This design comes from an exercise in tuning for small area on the open sky130 flow, not from production work.
In this exercise RTL edits were held to simulation tests only and were not proved equivalent to the original.
Power figures rest on the tool's default switching activity, not on a simulated workload.

$ cat design/flow/run.sh
#!/bin/bash
# synth_recipe.tcl (not shown) runs the flow's synth.tcl, then flattens the netlist and writes it again
# the make line also repeats each setting of config.mk as NAME=value (left out here)
make -C /OpenROAD-flow-scripts/flow DESIGN_CONFIG=/design/flow/config.mk WORK_HOME=/design/flow/orfs CLKGATE_MAP_FILE= SYNTH_SCRIPT=/design/flow/synth_recipe.tcl finish
$ cat design/flow/config.mk
export PLATFORM = sky130hd
export DESIGN_NAME = Simon
export DESIGN_NICKNAME = Simon
export VERILOG_FILES = /design/flow/design.v
export SDC_FILE = /design/flow/constraint.sdc
export NUM_CORES = 4
export LEC_CHECK = 0
export CAP_MARGIN = 20
export CORE_MARGIN = 2
export CORE_UTILIZATION = 40
export SLEW_MARGIN = 20
$ cat design/flow/constraint.sdc
create_clock -name core_clock -period 10.0 [get_ports {clk}]
set_input_delay 2.0000 -clock core_clock [delete_from_list [all_inputs] [get_ports {clk}]]
set_output_delay 2.0000 -clock core_clock [all_outputs]
set_load 0.01 [all_outputs]
$ cat design/flow/design.v
`timescale 1ns / 1ns
module Debounce(
    output level_out,
    input clk,
    input rst,
    input n_reset,
    input button_in
    ); 
reg DB_out;
   parameter N = 11 ;      
   reg  [N-1 : 0]  delaycount_reg;                     
   reg  [N-1 : 0]  delaycount_next;
   reg DFF1, DFF2;                                 
   wire q_add;                                     
   wire q_reset;
reg  delay_reg ;  
       always @ ( posedge clk )
       begin
           if(n_reset ==  0 || rst)  
               begin
                   DFF1 <= 1'b0;
                   DFF2 <= 1'b0;
                   delay_reg  <=  1'b0;
                   delaycount_reg <= { N {1'b0} };
               end
           else
               begin
                   DFF1 <= button_in;
                   DFF2 <= DFF1;
                   delaycount_reg <= delaycount_next;
                   delay_reg  <=  DB_out; 
               end
       end
   assign q_reset = (DFF1  ^ DFF2);  
   assign  q_add = ~(delaycount_reg[N-1]);  
   always @ ( q_reset, q_add, delaycount_reg)
       begin
           case( {q_reset , q_add})
               2'b00 :
                       delaycount_next = delaycount_reg;
               2'b01 :
                       delaycount_next = delaycount_reg + 1;
               default :
                       delaycount_next = { N {1'b0} };
           endcase   
       end
   always @ ( posedge clk )
       begin
           if(rst)
                   DB_out <= 1'b0;
           else if(delaycount_reg[N-1] == 1'b1)
                   DB_out <= DFF2;
           else
                   DB_out <= DB_out;
       end
   assign  level_out  =  (delay_reg)  &  (~DB_out);     
endmodule
`timescale 1ns / 1ps
module Random_number_generator(
    output [7:0]    bit_gen_sequence,
    input           clock,
    input           rst,
    input           enable,    
    input           start      
    );
reg [7:0] ran_bits;
reg [7:0] bit_gen_reg;
always @(posedge clock) begin
    if (rst) begin
        ran_bits    <= 0;
        bit_gen_reg <= 0;
        end
    else begin
        if(ran_bits == 8'hff) 
            ran_bits    <= 0;
        else 
            ran_bits    <= ran_bits + 1;
        if((start == 0) && (enable == 1)) 
            bit_gen_reg <= ran_bits;   
        end
    end
assign bit_gen_sequence = bit_gen_reg;
endmodule
`timescale 1ns / 1ps
module Display_flash_bits(          
    output [1:0]    led_flash,
    output          display_done,
    input           clock,
    input           rst,
    input           enable,
    input  [2:0]    bit_count,
    input  [7:0]    bit_gen
    );
parameter JW = 11;
reg [3:0]   i;
reg [JW-1:0] j;
reg [1:0]   led_stat;
reg         done;
assign led_flash    = led_stat;
assign display_done = done;
always @(posedge clock) begin
    if(rst) begin
        led_stat    <= 2'b00;
        i           <= 0;
        j           <= 0;
        done        <= 0;
        end
    else if(enable == 1) begin 
        if(i > bit_count) begin
            done        <= 1;
            led_stat    <= 2'b00;
            i           <= i;
            end
        else begin
            if (j < {JW{1'b1}}) begin
                j       <= j + 1;
                if(j[JW-1] == 1) begin 
                    if(bit_gen[i] == 1) 
                        led_stat    <= 2'b01;   
                    else if(bit_gen[i] == 0) 
                        led_stat    <= 2'b10;    
                    end
                else 
                    led_stat        <= 2'b00;
                end
            else if(j >= {JW{1'b1}}) begin
                i       <= i + 1;
                j       <= 0;
                end
            done    <= 0; 
            end
        end
    else if (enable == 0) begin
        led_stat    <= 2'b00;
        i           <= 0;
        done        <= 0;
        end
    end 
endmodule
module Display_message(
    output [3:0]    an_stat,
    output [6:0]    seg_stat,
    output          display_finish,   
    input           clock,
    input           rst,
    input           start,           
    input           win              
    );
parameter IW = 14;
reg [IW-1:0] i;    
reg [3:0]   an_reg;
reg [6:0]   seg_reg;   
reg         finish;
assign an_stat          = an_reg;
assign seg_stat         = seg_reg; 
assign display_finish   = finish;
always @(posedge clock) begin
    if(start == 0 || rst) begin
        an_reg  <= 4'b1111;
        seg_reg <= 7'b1111111;
        i       <= 0;
        finish  <= 0;
        end
    else if(start == 1) begin
        if(i < {IW{1'b1}}) begin
            case(i[9:8])
                2'b00:  begin
                    an_reg          <= 4'b0111;
                    if(win == 0)    
                        seg_reg     <= 7'b1000111;
                    else 
                        seg_reg     <= 7'b0011001;
                    end
                2'b01:  begin
                    an_reg          <= 4'b1011;
                    if(win == 0)    
                        seg_reg     <= 7'b1000000;
                    else 
                        seg_reg     <= 7'b0000110;
                    end
                2'b10:  begin
                    an_reg          <= 4'b1101;
                    if(win == 0)    
                        seg_reg     <= 7'b0010010;
                    else 
                        seg_reg     <= 7'b0001000;
                    end              
                2'b11:  begin
                    an_reg          <= 4'b1110;
                    if(win == 0)    
                        seg_reg     <= 7'b0000110;
                    else 
                        seg_reg     <= 7'b0001001;
                    end    
                default:begin
                    an_reg          <= 4'b1111;
                    seg_reg         <= 7'b1111111;
                    end
                endcase
            i       <= i + 1;
            finish  <= 0;
            end
        else begin
            an_reg  <= 4'b1111;
            seg_reg <= 7'b1111111;
            finish  <= 1;
            i       <= i;
            end
        end
    end  
 endmodule
`timescale 1ns / 1ps
module Simon(
    output [3:0]    an,
    output [6:0]    seg,
    output [15:0]   led,
    input  [3:0]    sw,
    input           clk,
    input           btnR,      
    input           btnL,      
    input           btnC       
    );
wire        rst = (sw[3] == 0);
wire        right_pressed;
wire        left_pressed;
wire        center_pressed;
reg         resetC;
reg         resetR;
reg         resetL;
wire [7:0]  ran_gen;
reg  [7:0]  bit_gen;
reg         ran_enable;
wire [1:0]  led_flash;
wire        flash_done;
reg         flash_enable;
reg         correct;
reg         ncorrect;
reg         bit_load;
wire [3:0]  an_stat;
wire [6:0]  seg_stat;
wire        display_finish;
reg         display_start;
reg  [2:0]  round;
reg  [2:0]  nround;
reg  [2:0]  count;   
reg  [2:0]  ncount;  
reg  [1:0]  state;
reg  [1:0]  nstate;
reg  [15:0] led_reg;
assign      led = led_reg;
assign      an  = an_stat;
assign      seg = seg_stat;
Debounce                    DR(right_pressed, clk, rst, resetR, btnR);
Debounce                    DL(left_pressed, clk, rst, resetL, btnL);
Debounce                    DC(center_pressed, clk, rst, resetC, btnC);
Random_number_generator     RNG(ran_gen, clk, rst, ran_enable, center_pressed);
Display_flash_bits          DB(led_flash, flash_done, clk, rst, flash_enable, round, bit_gen);
Display_message             DM(an_stat, seg_stat, display_finish, clk, rst, display_start, correct);
always @(posedge clk) begin
    if (sw[3] == 0) begin
        state           <= 2'b00;
        round           <= 3'b000;
        count           <= 3'b000;
        correct         <= 1'b1;
        bit_gen         <= 8'h00;
        end
    else begin
        state           <= nstate;
        round           <= nround;
        count           <= ncount;
        correct         <= ncorrect;
        if (bit_load)
            bit_gen     <= ran_gen;
        end   
    end
always @* begin
    nstate              = state;
    nround              = round;
    ncount              = count;
    ncorrect            = correct;
    bit_load            = 0;
    led_reg [5:4]       = led_flash; 
    led_reg [3]         = 0;
    if (sw[0] == 1)     led_reg [15:8]  = ran_gen;
    else                led_reg [15:8]  = 0;
    if (sw[1] == 1)     led_reg [7:6]   = state;
    else                led_reg [7:6]   = 0;
    if (sw[2] == 1)     led_reg [2:0]   = round;
    else                led_reg [2:0]   = count;
    case (state)
        0: begin
            nround              = 0;
            ncount              = 0;
            resetC              = 1;
            resetR              = 0;
            resetL              = 0;
            ran_enable          = 1;
            ncorrect            = 1;
            flash_enable        = 0;
            display_start       = 0;
            if (center_pressed == 1) begin
                bit_load        = 1;
                nstate          = 1; 
                end
            end
        1: begin
            nround              = round;
            ncount              = 0;
            resetC              = 0;
            resetR              = 0;
            resetL              = 0;
            ran_enable          = 0;
            flash_enable        = 1;
            display_start       = 0;
            if (flash_done == 1) begin
                nstate          = 2;
                end
            else
                nstate          = 1;
            end
        2: begin
            nround              = round;
            ncount              = count;
            resetC              = 0;
            resetR              = 1;
            resetL              = 1;
            ran_enable          = 0;
            flash_enable        = 0;
            display_start       = 0;    
            if ((right_pressed == 1 && bit_gen[count] == 0) || (left_pressed == 1 && bit_gen[count] == 1)) begin
                ncorrect        = 0;
                nstate          = 3;
                end
            else if (right_pressed == 0 && left_pressed == 0)
                nstate          = 2;
            else if (count == round) begin
                if (round == 7) begin
                    ncorrect    = 1;
                    nstate      = 3;
                    end
                else begin
                    nround      = round + 1;
                    nstate      = 1;
                    end 
                end
            else begin
                ncount          = count + 1;
                nstate          = 2;
                end  
            end 
        default: begin
            resetC              = 0;
            resetR              = 0;
            resetL              = 0;
            ran_enable          = 0;
            flash_enable        = 0;
            display_start       = 1;
            if (display_finish == 1) begin
                nstate          = 0;
                end
            else
                nstate          = 3;
            end
        endcase
    end
endmodule
==> results of run 1 <==
==> routing by layer <==
metal / global-route usage [%] / wire length (um) / share of wire, %
met1: 19.0 / 5020 / 46
met2: 26.9 / 5180 / 48
met3: 4.39 / 373 / 3.5
met4: 6.69 / 219 / 2.0
met5: 0 / 0 / 0
==> worst reg2reg max path, delay by kind of cell, from the launching register on <==
family / cells / cell delay (ps)
AO/OA/AOI/OAI: 4 / 1730
flip-flops: 1 / 410
adder cells (fa/ha/maj): 1 / 330
buffers and inverters: 1 / 80
==> cells by family after synthesis <==
kind of cell,Yosys count
AND/OR/NAND/NOR,271
other,1
multiplexers,21
buffers and inverters,32
XOR/XNOR,57
adder cells (fa/ha/maj),13
flip-flops,122
AO/OA/AOI/OAI,86
==> worst paths after layout <==
kind	from	endpoint	slack [ps]	cells past startpoint
max	sw[2]	led[1]	4660	3
min	DB.led_stat[1]	DB.led_stat[1]	460	2
max reg2reg	round[1]	DB.j[4]	7330	6
min reg2reg	DB.led_stat[1]	DB.led_stat[1]	460	2
==> power by group through the flow <==
stage	sequential, mW	clock, mW	combinational [mW]
after detailed placement	0.503	0	0.0159
final	0.493	0.664	0.0159
after global placement	0.503	0	0.0155
after floorplan	0.502	0	0.00993
after CTS	0.493	0.678	0.0160
after global routing	0.493	0.699	0.0177
==> final cells by class <==
type	count	area [um2]	share of cell area, %
clock inverters	8	165	2.53
flip-flops and latches	122	2440	37.4
repair buffers	34	338	5.18
inverters	9	33.8	0.518
multi-input cells	449	2850	43.7
clock buffers	23	478	7.32
well taps	176	220	3.37
==> cell usage after synthesis (all sizes together), types with 4 or more instances <==
cell type / n / area (um2)
nor3: 8 / 40.0
clkbuf: 20 / 75.1
nand2b: 7 / 43.8
ha: 13 / 163
o31ai: 7 / 52.6
or3: 4 / 25.0
a21oi: 32 / 171
nand4: 9 / 56.3
xnor2: 23 / 201
dfxtp: 122 / 2440
and3: 22 / 138
a211oi: 6 / 45.0
mux2i: 14 / 153
xor2: 34 / 298
inv: 9 / 33.8
mux4: 4 / 90.1
and4: 5 / 43.8
or4: 5 / 37.5
and2: 15 / 93.8
or2: 5 / 31.3
o21ai: 16 / 83.8
o211ai: 5 / 37.5
nand3: 40 / 200
nor2b: 9 / 56.3
nor2: 71 / 267
nand2: 67 / 251
a31oi: 5 / 31.3
==> metrics by stage <==
| stage | hold WS [ps] | power (mW) | area (um2) |
|---|---|---|---|
| final | 461 | 1.17 | 6530 |
| after global routing | 483 | 1.21 | 6530 |
| after CTS | 466 | 1.19 | 6530 |
| after detailed placement | 458 | 0.519 | 5880 |
| after global placement | 454 | 0.518 | 5880 |
| after floorplan | 440 | 0.512 | 5420 |
==> results.toml, run 1 <==
[layout]
largest_reg_flops = 14
layout_common_cells = "dfxtp_1, nor2_1, nand2_1"
syn2layout_area_growth_pct = 20.4
fill_cells = 1264
finalNonFillerCells = 821
drive_above_1_share_pct = 8.06
fin_nets = 654
fin_util_pct = 49.3
largest_register = "DM.i"
n_antenna_cell = 0
final_common_cell = "dfxtp_1"

[routing]
drt_wl_total_um = 10800
routed_via_density = 5.17
drtPass1Iterations = 4
drc_errors = 0
drt_iter0_markers = 252
wl_per_cell_um = 13.1
route.vias.total = 4248
ant_nets = 0

[synth]
synth_fa_ha_area_share_pct = 3.00
synthFlopType = "dfxtp_1"
ys_seq_elements = 122
yosysSeqAreaShare_pct = 45.0
yosys_warnings = 5
syn-mean-instance-area_um2 = 8.99
syn-cell-area_um2 = 5420
synthesis.nets = 624
synth-compound-area-share_pct = 10.8
synthArstFlopShare_pct = 0
synth.distinct_cells = 51
synth_edf_count = 0
synth_top_family_by_area = "simple AND/OR/NAND/NOR gates"
syn-instance-count = 603
synthMuxAreaShare_pct = 5.10
yosys.area_share.xor_xnor_pct = 9.21
synthSimpleGateAreaFrac_pct = 24.4

[pwr]
internal-power_uw = 956
max-vdd-ir-drop_uv = 125
seqPwrFrac_pct = 42.0
p_per_area_nw_per_um2 = 180
pwr-share-clk_pct = 56.6
switching_share_pct = 18.5
leakage_nw = 2.36
p_switching_uw = 217
pwr-share-comb_pct = 1.4

[placed_design]
gp_congestion = 0.797
port_buffers = 33
dp_slack_ps = 4660
post-place-cells = 790
hpwl_um = 7450

[timing]
final-max-slew-violation-count = 0
worstMarginPinSlew_ps = 697
fmax_mhz = 187
finalClockSkew_ps = 5.82
fin_crit_ps = 5340
final_hold_viol_count = 0
worst_slack_ps = 4660
rsz0062_at_grt = "false"
setup-tns-final_ps = 0
period_share_pct = 53.4
finalSetupViolCount = 0
maxSlewHeadroom_pct = 53.4

[hold_path]
hold_path_class = "reg -> reg"

[floorplan]
die_w_um = 120
initial_core_util_pct = 40.9
core_um2 = 13200
num_rows = 42
die_h_um = 120
pin_count = 35
die-area_um2 = 14500

[clocking]
cts_tree = "built"
numCtsBuffers = 17
clock-sinks = 122
postCtsSetupBuffers = 0
clk_latency_ps = 410
cts-resized-gates = 0
clkTransAtPathRegs_ps = 50
root_buffer = "clkbuf_16"
cts_buffer_depth = 2
cts.htree.levels = 4
holdBufCountCts = 0

[global_route]
antenna_found_initial = 0
grt_max_degree = 32
grt_pass1_wl_um = 18900
track_usage_pct = 15.9
grt_pass1_vias = 4097
overflow = 0

[critical_path]
slowest_delay_ps = 510
crit_buf_inv = 2
cpMostUsedCell = "clkdlybuf4s50_1"
crit_chain = "clkdlybuf4s50_1 -> mux2_2 -> clkdlybuf4s50_1"
critPathSlowestCell = "clkdlybuf4s50_1"
cp-start-kind = "input port"
worstPathRequired_ps = 8000
crit_type = "in -> out"
cp.arrival_ps = 3340
critPathCaptureType = "output pin"
crit_fanout = 3
path_delay_family = "buffers and inverters"

[run]
maxCapViolCount = 0

[status]
outcome = "finished clean"
==> run 2, diff against run 1 <==
==> design/flow/design.v (replaced) <==
`timescale 1ns / 1ps
module Simon(
    output [3:0]    an,
    output [6:0]    seg,
    output [15:0]   led,
    input  [3:0]    sw,
    input           clk,
    input           btnR,      
    input           btnL,      
    input           btnC       
    );
wire        rst = ~sw[3];
reg  [1:0]  state;
reg  [2:0]  round;
reg  [2:0]  count;
reg  [7:0]  ran_bits;    
reg  [7:0]  bits;        
reg  [10:0] A;
reg  [10:0] B;
reg         P1, P2;      
reg         R1, R2;      
reg         dl;          
reg         dlR;         
reg         dbL, dbR;    
reg         X;           
wire s0 = (state == 2'd0);
wire s1 = (state == 2'd1);
wire s2 = (state == 2'd2);
wire s3 = (state == 2'd3);
wire center_pressed = dl  & ~X;
wire left_pressed   = dl  & ~dbL;
wire right_pressed  = dlR & ~dbR;
wire b          = bits[count];
wire wrong      = (right_pressed & ~b) | (left_pressed & b);
wire any        = right_pressed | left_pressed;
wire last       = (count == round);
wire a_ones     = &A;
wire a_zero     = ~|A;
wire [3:0] top  = B[3:0];
wire flash_done = a_zero & (top == {1'b0, round} + 4'd1);
wire msg_blank  = a_ones & (&top[2:0]);
wire msg_end    = msg_blank & ~top[3];
reg  [1:0]  nstate;
always @* begin
    nstate = state;
    case (state)
        2'd0: if (center_pressed) nstate = 2'd1;
        2'd1: if (flash_done)     nstate = 2'd2;
        2'd2: if (wrong)          nstate = 2'd3;
              else if (any && last) nstate = (round == 3'd7) ? 2'd3 : 2'd1;
        default: if (msg_end)     nstate = 2'd0;
    endcase
end
wire trans = (nstate != state);
wire a_inc = state[0] | ~A[10];
wire b_inc = state[0] ? a_ones : ~B[10];
wire a_clr = ~state[0] & (P1 ^ P2);
wire b_clr = ~state[0] & (R1 ^ R2);
wire l_upd = A[10] | (trans & (&A[9:0]) & ~(P1 ^ P2));
wire r_upd = B[10] | (trans & (&B[9:0]) & ~(R1 ^ R2));
always @(posedge clk) begin
    if (rst) begin
        state    <= 2'd0;
        round    <= 3'd0;
        count    <= 3'd0;
        ran_bits <= 8'd0;
        bits     <= 8'd0;
        A        <= 11'd0;
        B        <= 11'd0;
        P1       <= 1'b0;
        P2       <= 1'b0;
        R1       <= 1'b0;
        R2       <= 1'b0;
        dl       <= 1'b0;
        dlR      <= 1'b0;
        dbL      <= 1'b0;
        dbR      <= 1'b0;
        X        <= 1'b0;
    end else begin
        state    <= nstate;
        ran_bits <= ran_bits + 8'd1;
        if (s0 && !center_pressed)
            bits <= ran_bits;
        case (state)
            2'd0: begin round <= 3'd0; count <= 3'd0; end
            2'd1: count <= 3'd0;
            2'd2: if (!wrong && any) begin
                      if (!last)               count <= count + 3'd1;
                      else if (round != 3'd7)  round <= round + 3'd1;
                  end
            default: ;
        endcase
        if (trans) begin
            A <= {11{nstate[0]}};
            B <= {11{nstate[0]}};
        end else begin
            A <= a_clr ? 11'd0 : A + {10'd0, a_inc};
            B <= b_clr ? 11'd0 : B + {10'd0, b_inc};
        end
        P1  <= s0 ? btnC : (s2 & btnL);
        P2  <= ~state[0] & P1;
        R1  <= s2 & btnR;
        R2  <= s2 & R1;
        dl  <= s0 ? X : (s2 & dbL);
        dlR <= s2 & dbR;
        if (s2 && l_upd) dbL <= P2;
        if (s2 && r_upd) dbR <= R2;
        case (state)
            2'd0: if (A[10]) X <= P2;
            2'd1: ;
            2'd2: X <= ~wrong;
            default: if (msg_end) X <= 1'b0;
        endcase
    end
end
wire lit = s1 & ~top[3] & A[10];
wire fb  = bits[top[2:0]];
wire [1:0] led_flash = lit ? {~fb, fb} : 2'b00;
wire show = s3 & ~msg_blank;
reg  [3:0] an_d;
reg  [6:0] seg_d;
always @* begin
    case (A[9:8])
        2'b00: begin an_d = 4'b0111; seg_d = X ? 7'b0011001 : 7'b1000111; end
        2'b01: begin an_d = 4'b1011; seg_d = X ? 7'b0000110 : 7'b1000000; end
        2'b10: begin an_d = 4'b1101; seg_d = X ? 7'b0001000 : 7'b0010010; end
        default: begin an_d = 4'b1110; seg_d = X ? 7'b0001001 : 7'b0000110; end
    endcase
end
assign an  = show ? an_d  : 4'b1111;
assign seg = show ? seg_d : 7'b1111111;
assign led[15:8] = sw[0] ? bits : 8'd0;
assign led[7:6]  = sw[1] ? state : 2'd0;
assign led[5:4]  = led_flash;
assign led[3]    = 1'b0;
assign led[2:0]  = sw[2] ? round : count;
endmodule
==> run 2 against run 1 <==
  * Clock power shrank 82%
  * Register-to-register slack barely moved
  * Non-clock buffer count stayed put
  * Maximum frequency is essentially flat
  * Synthesized area decreased by 45%
  * Critical path depth unchanged
  * Utilization down 1.7 points
  * Combinational power is 84% higher
  * Cell count decreased by 43%
  * Power down 67%
  * Critical path type unchanged
  * Highest routed layer unchanged
==> results.toml, run 2 <==
[synth]
yosys_warnings = 1
synth_most_common_cell = "dfxtp_1"
synthArstFlopShare_pct = 0
netlist.area_leader.share_pct = 37.0
synth_edf_count = 0
syn-mean-instance-area_um2 = 8.61
synthesis.nets = 362
synthFlopType = "dfxtp_1"
yosysSeqAreaShare_pct = 37.0
ys_top_cells_by_area = "dfxtp_1, mux2i_1, xor2_1, xnor2_1, o21ai_0"
synthTopCellsByCount = "dfxtp_1, nor2_1, nand2_1, o21ai_0, xor2_1"
syn-instance-count = 346
ys_seq_elements = 55
synth_top_area_cell = "dfxtp_1"
synth.distinct_cells = 45
syn-cell-area_um2 = 2980

[hold_path]
hold_path_class = "reg -> reg"
hold_depth = 1
min_to = "ran_bits[0]"
hold_path_startpoint = "ran_bits[0]"

[critical_path]
worst_r2r_path_depth = 10
critPathCaptureType = "output pin"
r2r-end = "B[8]"
crit_fanout = 3
cp-start-kind = "input port"
r2r_setup_slack_ps = 7330
crit_type = "in -> out"
worstPathRequired_ps = 8000
r2r_start = "A[9]"
cp.arrival_ps = 3340

[clocking]
root_buffer = "clkbuf_8"
cts_buffer_depth = 2
clock-sinks = 55
cts-resized-gates = 0
cts_tree = "built"
postCtsSetupBuffers = 0
clk_latency_ps = 300
clkTransAtPathRegs_ps = 90
holdBufCountCts = 0
numCtsBuffers = 5
cts.htree.levels = 2

[placed_design]
gp_congestion = 0.795
hpwl_um = 4740
port_buffers = 33

[floorplan]
die_h_um = 90.3
num_rows = 31
core_um2 = 7210
die-area_um2 = 8150
initial_core_util_pct = 41.3
die_w_um = 90.3
pin_count = 35

[run]
maxCapViolCount = 0

[timing]
final-max-slew-violation-count = 0
maxSlewHeadroom_pct = 49.5
finalClockSkew_ps = 7.34
period_share_pct = 53.4
finalSetupViolCount = 0
final_hold_viol_count = 0
fmax_mhz = 187
setup-tns-final_ps = 0
rsz0062_at_grt = "false"
fin_crit_ps = 5340
worstMarginPinSlew_ps = 752

[pwr]
leakage_nw = 1.21
p_per_area_nw_per_um2 = 112
finalPower_uw = 383
max-vdd-ir-drop_uv = 58.6

[routing]
ant_nets = 0
drt_wl_total_um = 6520
route.vias.total = 2431
routed_via_density = 5.17
drtPass1Iterations = 4
wl_per_cell_um = 13.9
drc_errors = 0
drt_iter0_markers = 100

[layout]
final_common_cell = "dfxtp_1"
drive_above_1_share_pct = 5.12
n_antenna_cell = 0
largestRegisters = "A: 11 flops, B: 11 flops"
fin_nets = 386
layout_common_cells = "dfxtp_1, nor2_1, clkdlybuf4s50_1"
syn2layout_area_growth_pct = 15.2

[global_route]
grt_pass1_vias = 2345
track_usage_pct = 16.6
overflow = 0
grt_max_degree = 23
antenna_found_initial = 0
grt_pass1_wl_um = 11300

[status]
outcome = "finished clean"
[run 2: cell count changes in the layout (fill, tap and decap cells not counted), moves of 8 or more]
cell       before  now
dfxtp_1       122   55
nand2_1        67   29
nor2_1         71   36
a21oi_1        31   10
nand3_1        40   19
clkbuf_16      17    0
o21ai_0        12   29
xor2_1         34   20
and3_1         22   10
nor2b_1         9    1
[run 2: cell families (layout without fill, tap and decap cells)]
| family | after synthesis | count (layout) | share of synthesized area (%) |
|---|---|---|---|
| multiplexers | 26 | 26 | 10.5 |
| other | 1 | 1 | 0.126 |
| buffers and inverters | 25 | 50 | 4.12 |
| flip-flops | 55 | 55 | 37.0 |
| AO/OA/AOI/OAI | 53 | 53 | 10.3 |
| XOR/XNOR | 37 | 37 | 10.9 |
| adder cells (fa/ha/maj) | 8 | 8 | 3.36 |
| AND/OR/NAND/NOR | 141 | 141 | 23.7 |
[run 2: layout make-up]
| type | instances | area [um2] |
|---|---|---|
| well taps | 99 | 124 |
| clock buffers | 6 | 72.6 |
| inverters | 8 | 30.0 |
| flip-flops and latches | 55 | 1100 |
| multi-input cells | 266 | 1760 |
| repair buffers | 34 | 338 |
| clock inverters | 2 | 12.5 |
| fillers | 712 | 3780 |
[run 2: power by group]
group / internal (mW) / switching (mW) / leakage [nW] / total (mW)
registers: 0.225 / 0.00839 / 0.445 / 0.233
clock network: 0.0492 / 0.0714 / 0.0412 / 0.121
logic: 0.0145 / 0.0147 / 0.726 / 0.0293
[run 2: worst max-delay path by stage]
stage / slack [ps] / end / start
after detailed placement: 4660 / led[1] / sw[2]
final: 4660 / led[0] / sw[2]
after global routing: 4630 / led[2] / sw[2]
after CTS: 4650 / led[1] / sw[2]
after global placement: 4670 / led[2] / sw[2]
after floorplan: 5660 / led[0] / sw[2]
[run 2: layer usage]
| layer | up-vias | share of wire, % | track usage, % |
|---|---|---|---|
| li1 | 1250 | - | - |
| met5 | - | 0 | 0 |
| met3 | 4 | 4.6 | 3.17 |
| met4 | 0 | 0.71 | 3.59 |
| met2 | 52 | 47 | 28.1 |
| met1 | 1125 | 48 | 22.1 |
[run 2: through the flow]
stage | cell area, um2 | setup slack [ps] | hold slack, ps | cells | util (%)
after floorplan | 2980 | 5660 | 425 | 346 | -
after global placement | 3350 | 4670 | 450 | 462 | 46.4
after detailed placement | 3350 | 4660 | 458 | 462 | 46.4
after CTS | 3430 | 4650 | 482 | 470 | 47.6
after global routing | 3430 | 4630 | 499 | 470 | 47.6
final | 3430 | 4660 | 475 | 470 | 47.6
[run 2: worst max-delay path, cell delays in order]
cell             delay (ps)
clkdlybuf4s50_1         520
mux2_2                  340
clkdlybuf4s50_1         470
==> run 3, diff against run 2 <==
--- a/design/flow/design.v
+++ b/design/flow/design.v
@@ -9,14 +9,15 @@
     input           btnL,      
     input           btnC       
     );
+localparam N = 11;      
 wire        rst = ~sw[3];
 reg  [1:0]  state;
 reg  [2:0]  round;
 reg  [2:0]  count;
 reg  [7:0]  ran_bits;    
 reg  [7:0]  bits;        
-reg  [10:0] A;
-reg  [10:0] B;
+reg  [N-1:0] A;
+reg  [N-1:0] B;
 reg         P1, P2;      
 reg         R1, R2;      
 reg         dl;          
@@ -52,12 +53,12 @@
     endcase
 end
 wire trans = (nstate != state);
-wire a_inc = state[0] | ~A[10];
-wire b_inc = state[0] ? a_ones : ~B[10];
+wire a_inc = state[0] | ~A[N-1];
+wire b_inc = state[0] ? a_ones : ~B[N-1];
 wire a_clr = ~state[0] & (P1 ^ P2);
 wire b_clr = ~state[0] & (R1 ^ R2);
-wire l_upd = A[10] | (trans & (&A[9:0]) & ~(P1 ^ P2));
-wire r_upd = B[10] | (trans & (&B[9:0]) & ~(R1 ^ R2));
+wire l_upd = A[N-1] | (trans & (&A[N-2:0]) & ~(P1 ^ P2));
+wire r_upd = B[N-1] | (trans & (&B[N-2:0]) & ~(R1 ^ R2));
 always @(posedge clk) begin
     if (rst) begin
         state    <= 2'd0;
@@ -91,11 +92,11 @@
             default: ;
         endcase
         if (trans) begin
-            A <= {11{nstate[0]}};
-            B <= {11{nstate[0]}};
+            A <= {N{nstate[0]}};
+            B <= {N{nstate[0]}};
         end else begin
-            A <= a_clr ? 11'd0 : A + {10'd0, a_inc};
-            B <= b_clr ? 11'd0 : B + {10'd0, b_inc};
+            A <= a_clr ? {N{1'b0}} : A + {{(N-1){1'b0}}, a_inc};
+            B <= b_clr ? {N{1'b0}} : B + {{(N-1){1'b0}}, b_inc};
         end
         P1  <= s0 ? btnC : (s2 & btnL);
         P2  <= ~state[0] & P1;
@@ -106,21 +107,21 @@
         if (s2 && l_upd) dbL <= P2;
         if (s2 && r_upd) dbR <= R2;
         case (state)
-            2'd0: if (A[10]) X <= P2;
+            2'd0: if (A[N-1]) X <= P2;
             2'd1: ;
             2'd2: X <= ~wrong;
             default: if (msg_end) X <= 1'b0;
         endcase
     end
 end
-wire lit = s1 & ~top[3] & A[10];
+wire lit = s1 & ~top[3] & A[N-1];
 wire fb  = bits[top[2:0]];
 wire [1:0] led_flash = lit ? {~fb, fb} : 2'b00;
 wire show = s3 & ~msg_blank;
 reg  [3:0] an_d;
 reg  [6:0] seg_d;
 always @* begin
-    case (A[9:8])
+    case (A[N-2:N-3])
         2'b00: begin an_d = 4'b0111; seg_d = X ? 7'b0011001 : 7'b1000111; end
         2'b01: begin an_d = 4'b1011; seg_d = X ? 7'b0000110 : 7'b1000000; end
         2'b10: begin an_d = 4'b1101; seg_d = X ? 7'b0001000 : 7'b0010010; end
==> design/flow/flow/run.sh (new file) <==
#!/bin/bash
set -euo pipefail
export BUFFER_PORTS_ARGS="-buffer_cell sky130_fd_sc_hd__buf_1"
bash standard.sh > standard_flow.log 2>&1
==> design/flow/standard.sh (new file) <==
#!/bin/bash
# synth_recipe.tcl (not shown) runs the flow's synth.tcl, then flattens the netlist and writes it again
# the make line also repeats each setting of config.mk as NAME=value (left out here)
make -C /OpenROAD-flow-scripts/flow DESIGN_CONFIG=/design/flow/config.mk WORK_HOME=/design/flow/orfs CLKGATE_MAP_FILE= SYNTH_SCRIPT=/design/flow/synth_recipe.tcl "${@:-finish}"
removed: design/flow/run.sh
==> run 3 against run 2 <==
  * Global-route usage decreased by 0.57 points
  * First-iteration DRC count is 23% higher
  * Sequential power barely moved
  * Critical path depth stayed put
  * Combinational power down 8.9%
  * Count of clock-buffer cells in the layout did not move
  * Via count about the same
  * Register-to-register slack improved by 120 ps
  * Largest cell class unchanged
  * Synthesized area stayed put
  * Flip-flop and latch count stayed put
==> results.toml, run 3 <==
[status]
outcome = "finished clean"

[floorplan]
initial_core_util_pct = 41.3
pin_count = 35
die_h_um = 90.3
die-area_um2 = 8150
core_um2 = 7210
die_w_um = 90.3
num_rows = 31

[synth]
synth.distinct_cells = 45
yosysSeqAreaShare_pct = 37.0
netlist.area_leader.share_pct = 37.0
synth_edf_count = 0
syn-mean-instance-area_um2 = 8.61
yosys_warnings = 1
ys_top_cells_by_area = "dfxtp_1, mux2i_1, xor2_1, xnor2_1, o21ai_0"
ys_seq_elements = 55
synth_top_area_cell = "dfxtp_1"
synthesis.nets = 362
synthFlopType = "dfxtp_1"
syn-cell-area_um2 = 2980
syn-instance-count = 346
synth_most_common_cell = "dfxtp_1"
synthTopCellsByCount = "dfxtp_1, nor2_1, nand2_1, o21ai_0, xor2_1"
synthArstFlopShare_pct = 0

[timing]
maxSlewHeadroom_pct = 51.6
final-max-slew-violation-count = 0
worstMarginPinSlew_ps = 722
final_hold_viol_count = 0
finalSetupViolCount = 0
fin_crit_ps = 4610
period_share_pct = 46.1
finalClockSkew_ps = 8.33
setup-tns-final_ps = 0
rsz0062_at_grt = "false"
fmax_mhz = 217

[clocking]
clock-sinks = 55
clk_latency_ps = 310
cts_buffer_depth = 2
cts_tree = "built"
cts-resized-gates = 0
holdBufCountCts = 0
clkTransAtPathRegs_ps = 90
root_buffer = "clkbuf_8"
postCtsSetupBuffers = 0
numCtsBuffers = 5
cts.htree.levels = 2

[hold_path]
hold_path_class = "reg -> reg"

[layout]
n_antenna_cell = 0
layout_common_cells = "dfxtp_1, nor2_1, buf_1"
syn2layout_area_growth_pct = 9.91
largestRegisters = "A: 11 flops, B: 11 flops"
drive_above_1_share_pct = 5.12
final_common_cell = "dfxtp_1"
fin_nets = 386

[global_route]
track_usage_pct = 16.0
overflow = 0
grt_pass1_wl_um = 10900
grt_busiest_layer = "met2"
grt_max_degree = 23
use_met2_pct = 26.1
grt_pass1_vias = 2291
antenna_found_initial = 0
grt_util_met1_pct = 21.7
use_met3_pct = 3.09

[routing]
drt_iter0_markers = 123
route.vias.total = 2430
drtPass1Iterations = 4
wl_per_cell_um = 13.2
ant_nets = 0
drt_wl_total_um = 6220
drc_errors = 0
routed_via_density = 5.17

[critical_path]
worstPathRequired_ps = 8000
critPathSlowestCell = "mux2_2"
cpMostUsedCell = "buf_1"
critPathCaptureType = "output pin"
crit_fanout = 3
slowest_delay_ps = 350
cp.arrival_ps = 2610
cp-start-kind = "input port"
crit_type = "in -> out"
crit_chain = "buf_1 -> mux2_2 -> buf_1"

[pwr]
leakage_nw = 1.15
max-vdd-ir-drop_uv = 66.8
p_per_area_nw_per_um2 = 132
finalPower_uw = 431

[placed_design]
port_buffers = 33
gp_congestion = 0.809
hpwl_um = 4500

[run]
maxCapViolCount = 0
==> run 3: cell types whose count changed in the layout (fill, tap and decap cells not counted), sizes merged <==
cell and change:
buf +33, clkinv -1, clkdlybuf4s50 -33, clkinvlp -1
bufinv +2
==> run 3: cell type report <==
cell class	count	area, um2
Fill cell	752	3940
Tap cell	99	124
Multi-Input combinational cell	266	1760
Clock inverter	2	60.1
Timing Repair Buffer	34	131
Inverter	8	30.0
Clock buffer	6	72.6
Sequential cell	55	1100
==> run 3: worst max-delay path, delay by kind of cell <==
family / cells / cell delay, ps
mux: 1 / 350
buf+inv: 2 / 270
==> run 3: power breakdown <==
part | leakage, nW | internal (mW) | switching (mW)
clock network | 0.0654 | 0.100 | 0.0711
registers | 0.445 | 0.225 | 0.00842
logic | 0.638 | 0.0122 | 0.0145
total | 1.15 | 0.337 | 0.0940
==> run 3: per-layer routing <==
layer	vias up	wire [um]
met5	-	0
met4	0	89
met3	9	295
met2	61	2860
met1	1108	2980
li1	1252	-
==> run 3: path summary, 6_finish.rpt <==
path | startpoint | endpoint | slack, ps | cells past startpoint
max | sw[2] | led[0] | 5390 | 3
min | ran_bits[0] | ran_bits[0] | 480 | 1
max reg2reg | A[9] | B[10] | 7450 | 10
min reg2reg | ran_bits[0] | ran_bits[0] | 480 | 1
==> run 3: cells by family after synthesis <==
logic type,count (synthesis),share of synthesized area (%)
XOR/XNOR,37,10.9
multiplexers,26,10.5
AND/OR/NAND/NOR,141,23.7
AO/OA/AOI/OAI,53,10.3
other,1,0.126
buffers and inverters,25,4.12
flip-flops,55,37.0
adder cells (fa/ha/maj),8,3.36
==> run 3: stage by stage <==
| stage | setup slack, ps | cell area (um2) | hold slack [ps] | std cells | util, % |
|---|---|---|---|---|---|
| 2_1_floorplan | 5660 | 2980 | 425 | 346 | - |
| 3_3_place_gp | 5410 | 3140 | 445 | 462 | 43.5 |
| 3_5_place_dp | 5390 | 3140 | 452 | 462 | 43.5 |
| 4_1_cts | 5390 | 3270 | 475 | 470 | 45.4 |
| 5_1_grt | 5300 | 3270 | 504 | 470 | 45.4 |
| 6_report | 5390 | 3270 | 480 | 470 | 45.4 |
==> run 4, diff against run 3 <==
==> design/flow/flow/run.sh (replaced) <==
#!/bin/bash
set -euo pipefail
export BUFFER_PORTS_ARGS="-buffer_cell sky130_fd_sc_hd__buf_1"
export RECOVER_POWER=100
bash standard.sh > standard_flow.log 2>&1
==> run 4 against run 3 <==
  * Setup slack gained 0.90 ps
  * Still clean
  * Combinational power shrank 1%
  * Highest routed layer unchanged
  * Sequential share of layout area grew 0.051 points
  * Die area is the same
  * Largest cell class unchanged
  * Maximum frequency is essentially flat
  * Critical path type unchanged
  * Synthesized area is the same
  * Register-to-register slack is essentially flat
==> results.toml, run 4 <==
[synth]
syn-cell-area_um2 = 2980
synthesis.nets = 362
synthFlopType = "dfxtp_1"
syn-mean-instance-area_um2 = 8.61
yosys_warnings = 1
syn-instance-count = 346
synth.distinct_cells = 45
synth_fa_ha_area_share_pct = 3.36
synthTopCellsByCount = "dfxtp_1, nor2_1, nand2_1, o21ai_0, xor2_1"
synth_top_family_by_area = "simple AND/OR/NAND/NOR gates"
synth_edf_count = 0
synthMuxAreaShare_pct = 10.5
synthArstFlopShare_pct = 0
netlist.area_leader.share_pct = 37.0
synthSimpleGateAreaFrac_pct = 23.7
synth_most_common_cell = "dfxtp_1"
ys_seq_elements = 55
synth_top_area_cell = "dfxtp_1"
yosysSeqAreaShare_pct = 37.0
synth-compound-area-share_pct = 10.3
yosys.area_share.xor_xnor_pct = 10.9
ys_top_cells_by_area = "dfxtp_1, mux2i_1, xor2_1, xnor2_1, o21ai_0"

[global_route]
antenna_found_initial = 0
grt_pass1_vias = 2291
grt_max_degree = 23
track_usage_pct = 16.0
grt_pass1_wl_um = 10900
overflow = 0

[routing]
drtPass1Iterations = 4
route.vias.total = 2450
ant_nets = 0
drc_errors = 0
routed_via_density = 5.21
drt_iter0_markers = 114
wl_per_cell_um = 13.3
drt_wl_total_um = 6230

[floorplan]
num_rows = 31
pin_count = 35
die-area_um2 = 8150
die_h_um = 90.3
die_w_um = 90.3
core_um2 = 7210
initial_core_util_pct = 41.3

[critical_path]
worstPathRequired_ps = 8000
cp.arrival_ps = 2610
slowest_delay_ps = 340
critPathCaptureType = "output pin"
cpMostUsedCell = "buf_1"
cp-start-kind = "input port"
r2r_setup_slack_ps = 7450
crit_type = "in -> out"
crit_chain = "buf_1 -> mux2_2 -> buf_1"
critPathSlowestCell = "mux2_2"
crit_fanout = 3

[timing]
period_share_pct = 46.1
worstMarginPinSlew_ps = 721
final_hold_viol_count = 0
fmax_mhz = 217
maxSlewHeadroom_pct = 51.7
finalSetupViolCount = 0
fin_crit_ps = 4610
final-max-slew-violation-count = 0
rsz0062_at_grt = "false"
setup-tns-final_ps = 0
finalClockSkew_ps = 9.29

[pwr]
finalPower_uw = 431
p_per_area_nw_per_um2 = 132
leakage_nw = 1.14
max-vdd-ir-drop_uv = 66.8

[clocking]
cts.htree.levels = 2
clk_latency_ps = 310
root_buffer = "clkbuf_8"
postCtsSetupBuffers = 0
numCtsBuffers = 5
holdBufCountCts = 0
clock-sinks = 55
cts-resized-gates = 0
cts_buffer_depth = 2
cts_tree = "built"
clkTransAtPathRegs_ps = 90

[layout]
final_common_cell = "dfxtp_1"
syn2layout_area_growth_pct = 9.74
n_antenna_cell = 0
fill_cells = 753
layout_common_cells = "dfxtp_1, nor2_1, o21ai_0, buf_1, nand2_1"
drive_above_1_share_pct = 4.85
fin_nets = 386
post-route-cell-area_um2 = 3270
largestRegisters = "A: 11 flops, B: 11 flops"

[placed_design]
gp_congestion = 0.809
hpwl_um = 4500
port_buffers = 33
dpl_cell_area_um2 = 3140

[status]
outcome = "finished clean"

[run]
maxCapViolCount = 0

[hold_path]
hold_path_class = "reg -> reg"
==> run 4: cell counts after synthesis <==
No cell type changed its count.
==> run 4: logic make-up (layout without fill, tap and decap cells) <==
logic type / after synthesis / after routing
compound gates: 53 / 53
xor+xnor: 37 / 37
fa+ha+maj: 8 / 8
buf+inv: 25 / 50
flops: 55 / 55
mux: 26 / 26
other cells: 1 / 1
simple gates: 141 / 141
==> run 4: critical path, delay by kind of cell <==
family	cells	cell delay, ps
buf+inv	2	270
mux	1	340
==> run 4: routing by layer <==
layer	track usage [%]	routed length, um	vias to the layer above
met5	0	0	-
met4	4.87	89	0
met3	3.09	297	9
met2	26.1	2850	72
met1	21.7	3000	1119
li1	-	-	1250
==> run 4: path summary, 6_finish.rpt <==
check,from,to,cells after the start
max,sw[2],led[0],3
min,ran_bits[0],ran_bits[0],1
max reg2reg,A[9],B[10],10
min reg2reg,ran_bits[0],ran_bits[0],1
==> run 4: layout make-up <==
type	instances	area [um2]	area share (%)
clock inverters	2	60.1	1.84
flip-flops and latches	55	1100	33.7
clock buffers	6	72.6	2.22
inverters	8	30.0	0.918
well taps	99	124	3.79
multi-input cells	266	1750	53.5
repair buffers	34	131	4.02
==> run 4: stage by stage <==
step	hold slack, ps	utilization, %	std cells	setup WS [ps]
after floorplan	425	-	346	5660
after global placement	445	43.5	462	5410
after detailed placement	452	43.5	462	5390
after CTS	475	45.4	470	5390
after global routing	504	45.3	470	5300
final	481	45.3	470	5390
==> run 4: power by group <==
part | leakage, nW | switching (mW) | internal (mW) | total [mW]
clock | 0.0654 | 0.0718 | 0.100 | 0.172
sequential | 0.445 | 0.00847 | 0.225 | 0.233
combinational | 0.627 | 0.0142 | 0.0120 | 0.0263
total | 1.14 | 0.0945 | 0.337 | 0.431
==> run 5, diff against run 4 <==
==> design/flow/flow/run.sh (replaced) <==
#!/bin/bash
set -euo pipefail
export BUFFER_PORTS_ARGS="-buffer_cell sky130_fd_sc_hd__buf_1"
bash standard.sh > standard_flow.log 2>&1
--- a/design/flow/config.mk
+++ b/design/flow/config.mk
@@ -8,4 +8,6 @@
 export CAP_MARGIN = 20
 export CORE_MARGIN = 2
 export CORE_UTILIZATION = 40
+export CTS_CLUSTER_DIAMETER = 300
+export CTS_CLUSTER_SIZE = 60
 export SLEW_MARGIN = 20
==> run 5 against run 4 <==
  * Highest routed layer unchanged
  * Clock skew fell by 0.96 ps
  * Global-route usage did not move
  * Cell area rose by 0.15%
  * Sequential share of layout area fell by 0.051 points
  * Largest cell class unchanged
  * Routed wire length fell by 0.18%
  * Setup slack got worse by 0.90 ps
  * Count of clock-buffer cells in the layout did not move
  * Flip-flop and latch count did not move
  * Critical path type unchanged
  * Still clean on timing, DRC and antenna
==> results.toml, run 5 <==
[status]
outcome = "finished clean"

[critical_path]
crit_type = "in -> out"
worst_r2r_path_depth = 10
cp.arrival_ps = 2610
worstPathRequired_ps = 8000
crit_buf_inv = 2
path_delay_family = "multiplexers"
critPathCaptureType = "output pin"
r2r_setup_slack_ps = 7450
crit_chain = "buf_1 -> mux2_2 -> buf_1"
r2r-end = "B[10]"
cp-start-kind = "input port"
crit_fanout = 3
r2r_start = "A[9]"
cpMostUsedCell = "buf_1"
slowest_delay_ps = 350
critPathSlowestCell = "mux2_2"

[floorplan]
die_w_um = 90.3
die-area_um2 = 8150
die_h_um = 90.3
core_um2 = 7210
num_rows = 31
pin_count = 35
initial_core_util_pct = 41.3

[synth]
syn-cell-area_um2 = 2980
synthFlopType = "dfxtp_1"
synthTopCellsByCount = "dfxtp_1, nor2_1, nand2_1, o21ai_0, xor2_1"
netlist.area_leader.share_pct = 37.0
synth_top_area_cell = "dfxtp_1"
yosysSeqAreaShare_pct = 37.0
syn-instance-count = 346
syn-mean-instance-area_um2 = 8.61
synthArstFlopShare_pct = 0
ys_top_cells_by_area = "dfxtp_1, mux2i_1, xor2_1, xnor2_1, o21ai_0"
yosys_warnings = 1
synth_most_common_cell = "dfxtp_1"
synth_edf_count = 0
synthesis.nets = 362
synth.distinct_cells = 45
ys_seq_elements = 55

[routing]
route.vias.total = 2430
ant_nets = 0
routed_via_density = 5.17
drc_errors = 0
drt_wl_total_um = 6220
drt_iter0_markers = 123
wl_per_cell_um = 13.2
drtPass1Iterations = 4

[clocking]
cts.htree.levels = 2
holdBufCountCts = 0
root_buffer = "clkbuf_8"
clock-sinks = 55
clk_latency_ps = 310
cts_tree = "built"
cts-resized-gates = 0
cts_buffer_depth = 2
numCtsBuffers = 5
postCtsSetupBuffers = 0
clkTransAtPathRegs_ps = 90

[global_route]
overflow = 0
grt_pass1_wl_um = 10900
grt_pass1_vias = 2291
grt_max_degree = 23
track_usage_pct = 16.0
antenna_found_initial = 0

[timing]
setup-tns-final_ps = 0
worstMarginPinSlew_ps = 722
finalClockSkew_ps = 8.33
fin_crit_ps = 4610
period_share_pct = 46.1
final-max-slew-violation-count = 0
finalSetupViolCount = 0
fmax_mhz = 217
rsz0062_at_grt = "false"
maxSlewHeadroom_pct = 51.6
final_hold_viol_count = 0

[layout]
fill_cells = 752
fin_nets = 386
layout_common_cells = "dfxtp_1, nor2_1, buf_1"
largestRegisters = "A: 11 flops, B: 11 flops"
syn2layout_area_growth_pct = 9.91
n_antenna_cell = 0
finalNonFillerCells = 470
drive_above_1_share_pct = 5.12
final_common_cell = "dfxtp_1"

[pwr]
leakage_nw = 1.15
max-vdd-ir-drop_uv = 66.8
p_per_area_nw_per_um2 = 132

[run]
maxCapViolCount = 0

[placed_design]
port_buffers = 33
post-place-cells = 462
hpwl_um = 4500
gp_congestion = 0.809

[hold_path]
hold_path_startpoint = "ran_bits[0]"
hold_depth = 1
hold_path_class = "reg -> reg"
min_to = "ran_bits[0]"
run 5: kinds of logic (layout without fill, tap and decap cells):
family,after synthesis,in the layout,share of synthesized area [%]
buffers and inverters,25,50,4.12
other,1,1,0.126
AOI/OAI and AO/OA,53,53,10.3
DFF,55,55,37.0
and+or+nand+nor,141,141,23.7
adders and majority gates,8,8,3.36
muxes,26,26,10.5
xor gates and xnor gates,37,37,10.9
run 5: how the worst max path moves through the flow:
stage | slack, ps | endpoint | from | cells past startpoint
global placement | 5410 | led[0] | sw[2] | 3
finish | 5390 | led[0] | sw[2] | 3
detailed placement | 5390 | led[0] | sw[2] | 3
global route | 5300 | an[2] | A[9] | 6
floorplan | 5660 | led[0] | sw[2] | 1
CTS | 5390 | led[0] | sw[2] | 3
run 5: area by class of cell:
type / instances / area [um2] / share of cell area, %
clock inverters: 2 / 60.1 / 1.83
flip-flops and latches: 55 / 1100 / 33.6
repair buffers: 34 / 131 / 4.01
well taps: 99 / 124 / 3.78
inverters: 8 / 30.0 / 0.917
multi-input cells: 266 / 1760 / 53.6
clock buffers: 6 / 72.6 / 2.22
run 5: routing by layer:
metal / global-route usage [%] / vias to the layer above / part of all wire, %
met5: 0 / - / 0
met4: 4.87 / 0 / 1.4
met3: 3.09 / 9 / 4.7
met2: 26.1 / 61 / 46
met1: 21.7 / 1108 / 48
li1: - / 1252 / -
run 5: power breakdown:
group / internal, mW / switching (mW) / total [mW]
registers: 0.225 / 0.00842 / 0.233
clock network: 0.100 / 0.0711 / 0.171
logic: 0.0122 / 0.0145 / 0.0267
run 5: stage by stage:
| step | area [um2] | utilization, % | hold WS (ps) | power [mW] | setup WS, ps |
|---|---|---|---|---|---|
| finish | 3270 | 45.4 | 480 | 0.431 | 5390 |
| global route | 3270 | 45.4 | 504 | 0.451 | 5300 |
| CTS | 3270 | 45.4 | 475 | 0.436 | 5390 |
| detailed placement | 3140 | 43.5 | 452 | 0.265 | 5390 |
| global placement | 3140 | 43.5 | 445 | 0.265 | 5410 |
| floorplan | 2980 | - | 425 | 0.258 | 5660 |
==> run 6, diff against run 5 <==
==> design/flow/flow/run.sh (replaced) <==
#!/bin/bash
# The standard layout with two changes:
#  - port buffers use the smallest buffer cell (every port still gets one);
#  - after floorplan, the combinational logic is re-mapped for area with
#    OpenROAD's restructure (ABC); registers are left as synthesis made them.
set -euo pipefail
export BUFFER_PORTS_ARGS="-buffer_cell sky130_fd_sc_hd__buf_1"
export POST_FLOORPLAN_TCL="$(pwd)/flow/restructure.tcl"
export CTS_ARGS="-sink_clustering_enable -repair_clock_nets -dont_use_dummy_load"
bash standard.sh > standard_flow.log 2>&1
==> design/flow/flow/restructure.tcl (new file) <==
# Re-map the combinational logic for area (registers are not touched).
set rmp_lib [lindex $::env(LIB_FILES) 0]
set rmp_lo "[lindex $::env(TIELO_CELL_AND_PORT) 0]/[lindex $::env(TIELO_CELL_AND_PORT) 1]"
set rmp_hi "[lindex $::env(TIEHI_CELL_AND_PORT) 0]/[lindex $::env(TIEHI_CELL_AND_PORT) 1]"
set rmp_dir $::env(OBJECTS_DIR)/restructure
file mkdir $rmp_dir
puts "restructure: before"
report_design_area
restructure -target area -liberty_file $rmp_lib -tielo_port $rmp_lo -tiehi_port $rmp_hi \
  -work_dir $rmp_dir -abc_logfile $::env(LOG_DIR)/2_1_restructure_abc.log
puts "restructure: after"
report_design_area
--- a/design/flow/config.mk
+++ b/design/flow/config.mk
@@ -8,6 +8,4 @@
 export CAP_MARGIN = 20
 export CORE_MARGIN = 2
 export CORE_UTILIZATION = 40
-export CTS_CLUSTER_DIAMETER = 300
-export CTS_CLUSTER_SIZE = 60
 export SLEW_MARGIN = 20
==> run 6 against run 5 <==
  * Critical path type is now reg -> out
  * Utilization down 4.5 points
  * Combinational power is 84% higher
  * Cell count rose by 2.8%
  * Clock skew grew 11 ps
  * Hold slack got worse by 29 ps
  * Synthesized cell count unchanged
  * Count of clock-buffer cells in the layout shrank 1
  * First-iteration DRC count grew 30%
==> results.toml, run 6 <==
[status]
outcome = "finished clean"

[floorplan]
die_h_um = 90.3
core_um2 = 7210
pin_count = 35
die-area_um2 = 8150
die_w_um = 90.3
num_rows = 31
initial_core_util_pct = 41.3

[critical_path]
cp.arrival_ps = 2660
r2r_setup_slack_ps = 5910
slowest_delay_ps = 520
worst_r2r_path_depth = 10
crit_type = "reg -> out"
crit_fanout = 10
crit_chain = "clkinv_1 -> or3_1 -> nand4b_1 -> o311ai_0 -> clkinv_1 -> o311ai_0 -> buf_1"
critPathSlowestCell = "o311ai_0"
worstPathRequired_ps = 8000
critPathCaptureType = "output pin"
cp-start-kind = "register"

[timing]
finalClockSkew_ps = 19.3
maxSlewHeadroom_pct = 30.8
setup-tns-final_ps = 0
period_share_pct = 46.6
final-max-slew-violation-count = 0
worst_slack_ps = 5340
fin_crit_ps = 4660
rsz0062_at_grt = "false"
finalSetupViolCount = 0
worstMarginPinSlew_ps = 1030
final_hold_viol_count = 0
hold_ws_ps = 451
fmax_mhz = 215

[synth]
yosys_warnings = 1
ys_seq_elements = 55
synth_top_area_cell = "dfxtp_1"
syn-cell-area_um2 = 2980
yosysSeqAreaShare_pct = 37.0
ys_top_cells_by_area = "dfxtp_1, mux2i_1, xor2_1, xnor2_1, o21ai_0"
netlist.area_leader.share_pct = 37.0
synthesis.nets = 362
syn-instance-count = 346
synthTopCellsByCount = "dfxtp_1, nor2_1, nand2_1, o21ai_0, xor2_1"
synthArstFlopShare_pct = 0
synth.distinct_cells = 45
synthFlopType = "dfxtp_1"
synth_edf_count = 0
syn-mean-instance-area_um2 = 8.61
synth_most_common_cell = "dfxtp_1"

[hold_path]
hold_path_class = "reg -> reg"
hold_depth = 2

[clocking]
clk_latency_ps = 310
cts-resized-gates = 0
clkTransAtPathRegs_ps = 90
clock-sinks = 55
cts.htree.levels = 2
cts_buffer_depth = 2
numCtsBuffers = 5
cts_tree = "built"
holdBufCountCts = 0
postCtsSetupBuffers = 0
root_buffer = "clkbuf_8"

[layout]
final_common_cell = "clkinv_1"
largestRegisters = "A: 11 flops, B: 11 flops"
drive_above_1_share_pct = 1.56
n_antenna_cell = 0
syn2layout_area_growth_pct = -0.924
layout_common_cells = "clkinv_1, dfxtp_1, o21ai_0"
fin_nets = 394
finalNonFillerCells = 483
fill_cells = 781

[pwr]
leakage_nw = 0.925
pwr-share-comb_pct = 12.2
p_per_area_nw_per_um2 = 136
p_switching_uw = 108
internal-power_uw = 292
finalPower_uw = 400
seqPwrFrac_pct = 60.2
pwr-share-clk_pct = 27.6
max-vdd-ir-drop_uv = 54.0
switching_share_pct = 27.0

[routing]
drc_errors = 0
wl_per_cell_um = 13.4
drt_wl_total_um = 6470
drtPass1Iterations = 4
routed_via_density = 5.39
route.vias.total = 2601
ant_nets = 0
drt_iter0_markers = 160

[run]
maxCapViolCount = 0

[global_route]
antenna_found_initial = 0
track_usage_pct = 16.6
grt_pass1_vias = 2347
overflow = 0
grt_pass1_wl_um = 11200
grt_max_degree = 23

[placed_design]
dp_slack_ps = 5440
gp_congestion = 0.834
hpwl_um = 4890
port_buffers = 33
post-place-cells = 478
## run 6: path summary, 6_finish.rpt
kind / startpoint / endpoint
max: A[5] / seg[0]
min: R1 / R2
max reg2reg: state[0] / B[6]
min reg2reg: R1 / R2
## run 6: layer usage
metal	track usage, %	vias to the layer above	share of wire [%]	wire (um)
li1	-	1342	-	-
met1	23.5	1199	50	3220
met3	2.92	6	4.2	271
met4	5.00	0	1.3	84
met2	25.9	54	45	2890
met5	0	-	0	0
## run 6: critical path, delay by kind of cell, from the launching register on
family          cells  cell delay [ps]
buf+inv             3              660
simple gates        2              620
flops               1              370
compound gates      2              700
## run 6: cell type report
| class | instances | area, um2 | share of cell area, % |
|---|---|---|---|
| inverter | 60 | 225 | 7.63 |
| clock buffer | 5 | 68.8 | 2.33 |
| timing repair buffer | 34 | 131 | 4.45 |
| tap | 99 | 124 | 4.20 |
| sequential | 55 | 1100 | 37.3 |
| multi-input combinational | 230 | 1300 | 44.1 |
## run 6: cell families (layout without fill, tap and decap cells)
group                    after synthesis  in the layout  synth area share [%]
flip-flops                            55             55                  37.0
buffers and inverters                 25             99                  4.12
AND/OR/NAND/NOR                      141            109                  23.7
other                                  1              2                 0.126
AO/OA/AOI/OAI                         53            116                  10.3
adder cells (fa/ha/maj)                8              0                  3.36
XOR/XNOR                              37              3                  10.9
multiplexers                          26              0                  10.5
## run 6: metrics by stage
step           instance area (um2)  utilization (%)
2_1_floorplan                 2980                -
3_3_place_gp                  2880             40.0
3_5_place_dp                  2880             40.0
4_1_cts                       2950             40.9
5_1_grt                       2950             40.9
6_report                      2950             40.9
## run 6: power groups by stage
| stage | combinational (mW) | clock [mW] | sequential (mW) |
|---|---|---|---|
| 6_report | 0.0490 | 0.110 | 0.241 |
| 5_1_grt | 0.0559 | 0.123 | 0.243 |
| 4_1_cts | 0.0485 | 0.116 | 0.241 |
| 3_5_place_dp | 0.0484 | 0 | 0.246 |
| 3_3_place_gp | 0.0476 | 0 | 0.246 |
| 2_1_floorplan | 0.0233 | 0 | 0.235 |
==> run 7, diff against run 6 <==
--- a/design/flow/config.mk
+++ b/design/flow/config.mk
@@ -7,5 +7,5 @@
 export LEC_CHECK = 0
 export CAP_MARGIN = 20
 export CORE_MARGIN = 2
-export CORE_UTILIZATION = 40
+export CORE_UTILIZATION = 70
 export SLEW_MARGIN = 20
==> run 7 against run 6 <==
  * Clock power is essentially flat
  * Combinational power shrank 2%
  * Die area shrank 41%
  * Cell area shrank 2.1%
  * Via count grew 1.4%
  * Critical path type unchanged
  * Critical endpoint unchanged
  * Register-to-register slack is essentially flat
  * Routed wire length shrank 5.8%
  * Synthesized area is the same
  * Global-route usage grew 9.7 points
  * Flip-flop and latch count is the same
  * Maximum frequency grew 0.52%
  * Cell count shrank 10%
==> results.toml, run 7 <==
[status]
outcome = "finished clean"

[synth]
synthTopCellsByCount = "dfxtp_1, nor2_1, nand2_1, o21ai_0, xor2_1"
yosysSeqAreaShare_pct = 37.0
syn-mean-instance-area_um2 = 8.61
synthArstFlopShare_pct = 0
synth_edf_count = 0
syn-instance-count = 346
netlist.area_leader.share_pct = 37.0
synth_most_common_cell = "dfxtp_1"
yosys_warnings = 1
synth.distinct_cells = 45
syn-cell-area_um2 = 2980
ys_top_cells_by_area = "dfxtp_1, mux2i_1, xor2_1, xnor2_1, o21ai_0"
ys_seq_elements = 55
synthesis.nets = 362
synth_top_area_cell = "dfxtp_1"
synthFlopType = "dfxtp_1"

[clocking]
cts.htree.levels = 2
postCtsSetupBuffers = 0
cts_buffer_depth = 2
clk_latency_ps = 310
numCtsBuffers = 5
cts-resized-gates = 0
clock-sinks = 55
root_buffer = "clkbuf_8"
cts_tree = "built"
clkTransAtPathRegs_ps = 90
holdBufCountCts = 0

[run]
maxCapViolCount = 0

[timing]
final-max-slew-violation-count = 0
maxSlewHeadroom_pct = 36.3
rsz0062_at_grt = "false"
worst_slack_ps = 5370
setup-tns-final_ps = 0
fmax_mhz = 216
finalSetupViolCount = 0
hold_ws_ps = 449
worstMarginPinSlew_ps = 932
final_hold_viol_count = 0
period_share_pct = 46.3
fin_crit_ps = 4630
finalClockSkew_ps = 27.8

[placed_design]
dp_slack_ps = 5430
gp_congestion = 0.863
hpwl_um = 4550
port_buffers = 33

[pwr]
max-vdd-ir-drop_uv = 127
leakage_nw = 0.925
p_per_area_nw_per_um2 = 138

[routing]
wl_per_cell_um = 14.0
drtPass1Iterations = 5
routed_via_density = 6.08
drc_errors = 0
route.vias.total = 2637
ant_nets = 0
drt_wl_total_um = 6090
drt_iter0_markers = 179

[critical_path]
crit_fanout = 10
crit_type = "reg -> out"
worstPathRequired_ps = 8000
cp-start-kind = "register"
cp.arrival_ps = 2630
critPathCaptureType = "output pin"
critPathLaunch = "A[5]"
r2r_start = "state[0]"

[floorplan]
initial_core_util_pct = 73.4
pin_count = 35
die_h_um = 69.2
num_rows = 23
die_w_um = 69.2
die-area_um2 = 4790
core_um2 = 4060

[layout]
fin_nets = 394
final_common_cell = "clkinv_1"
syn2layout_area_growth_pct = -2.98
fill_cells = 369
largestRegisters = "A: 11 flops, B: 11 flops"
n_antenna_cell = 0
drive_above_1_share_pct = 1.56
layout_common_cells = "clkinv_1, dfxtp_1, o21ai_0"

[hold_path]
hold_path_startpoint = "P1"
hold_path_class = "reg -> reg"

[global_route]
track_usage_pct = 26.3
grt_pass1_wl_um = 10500
grt_max_degree = 23
antenna_found_initial = 0
grt_pass1_vias = 2330
overflow = 0
==> run 7: changes by cell type in the layout (fill, tap and decap cells not counted) <==
cell and change:
o21ai_0 -1, o21ai_1 +1
==> run 7: path summary, 6_finish.rpt <==
| kind | endpoint | slack, ps | cells past startpoint |
|---|---|---|---|
| max | seg[0] | 5370 | 7 |
| min | P2 | 450 | 2 |
| max reg2reg | B[6] | 5900 | 10 |
| min reg2reg | P2 | 450 | 2 |
==> run 7: worst max-delay path, stage by stage, from the launching register on <==
cell,delay (ps)
dfxtp_1,370
clkinv_1,110
or3_1,380
nand4b_1,240
o311ai_0,490
clkinv_1,360
o311ai_0,190
buf_1,190
==> run 7: logic make-up (layout without fill, tap and decap cells) <==
family                   Yosys count  count (layout)  synth area share [%]
AO/OA/AOI/OAI                     53             116                  10.3
multiplexers                      26               0                  10.5
adder cells (fa/ha/maj)            8               0                  3.36
AND/OR/NAND/NOR                  141             109                  23.7
other                              1               2                 0.126
XOR/XNOR                          37               3                  10.9
buffers and inverters             25              99                  4.12
flip-flops                        55              55                  37.0
==> run 7: power by group <==
group	internal, mW	switching, mW
clock network	0.0454	0.0648
registers	0.230	0.0111
logic	0.0172	0.0310
==> run 7: final cells by class <==
type | count | area [um2] | share of cell area (%)
inverters | 60 | 225 | 7.79
flip-flops and latches | 55 | 1100 | 38.1
multi-input cells | 230 | 1300 | 45.0
well taps | 50 | 62.6 | 2.16
clock buffers | 5 | 68.8 | 2.38
repair buffers | 34 | 131 | 4.55
==> run 7: layer usage <==
| layer | wire length, um | vias to the layer above | part of all wire, % | GRT usage (%) |
|---|---|---|---|---|
| li1 | - | 1332 | - | - |
| met1 | 2950 | 1221 | 48 | 37.1 |
| met2 | 2730 | 76 | 45 | 41.9 |
| met3 | 346 | 8 | 5.7 | 5.09 |
| met4 | 63 | 0 | 1.0 | 6.54 |
| met5 | 0 | - | 0 | 0 |
==> run 7: metrics by stage <==
step	utilization (%)	instance area [um2]	power [mW]	cells
after floorplan	-	2980	0.258	346
after global placement	69.5	2820	0.292	429
after detailed placement	69.5	2820	0.293	429
after CTS	71.2	2890	0.401	434
after global routing	71.2	2890	0.417	434
final	71.2	2890	0.399	434

[re-timing with driven ports]
The results above use ideal ports. As a check the final layouts listed here were re-extracted and re-timed, cells and wires unchanged. Step 1 (the two cells are an assumption about what drives the block):
set clk [get_ports {clk}]
set_driving_cell -lib_cell sky130_fd_sc_hd__clkbuf_16 $clk
set_driving_cell -lib_cell sky130_fd_sc_hd__buf_2 [delete_from_list [all_inputs] $clk]
Step 2 moves the port delays by t, midway between the first and last clock arrival at a register: inputs arrive t later, outputs are due t later. That takes back most of the time a late clock gives input paths. Slacks: no drivers / after step 1 / after step 2; pairs: no drivers / after step 1.
run	shift t [ns]	setup slack, ns	worst setup path at the end	worst register clock-pin slew, ns	worst data-port slew with drivers (ns)
run 1	0.448	4.664 / 4.638 / 4.638	input to output	0.05 / 0.05	0.05
run 2	0.327	4.660 / 4.637 / 4.637	input to output	0.10 / 0.10	0.04
run 3	0.333	5.386 / 5.365 / 5.365	input to output	0.10 / 0.10	0.03
run 4	0.335	5.387 / 5.366 / 5.366	input to output	0.10 / 0.10	0.03
run 5	0.333	5.386 / 5.365 / 5.365	input to output	0.10 / 0.10	0.03
run 6	0.332	5.344 / 5.312 / 5.410	input to output	0.09 / 0.09	0.04
run 7	0.324	5.368 / 5.342 / 5.407	input to output	0.10 / 0.10	0.03
After both steps every run listed still meets setup and hold. For run 1, which loses most, drivers alone change the setup slack by -0.026 ns; drivers and shift together by -0.026 ns.
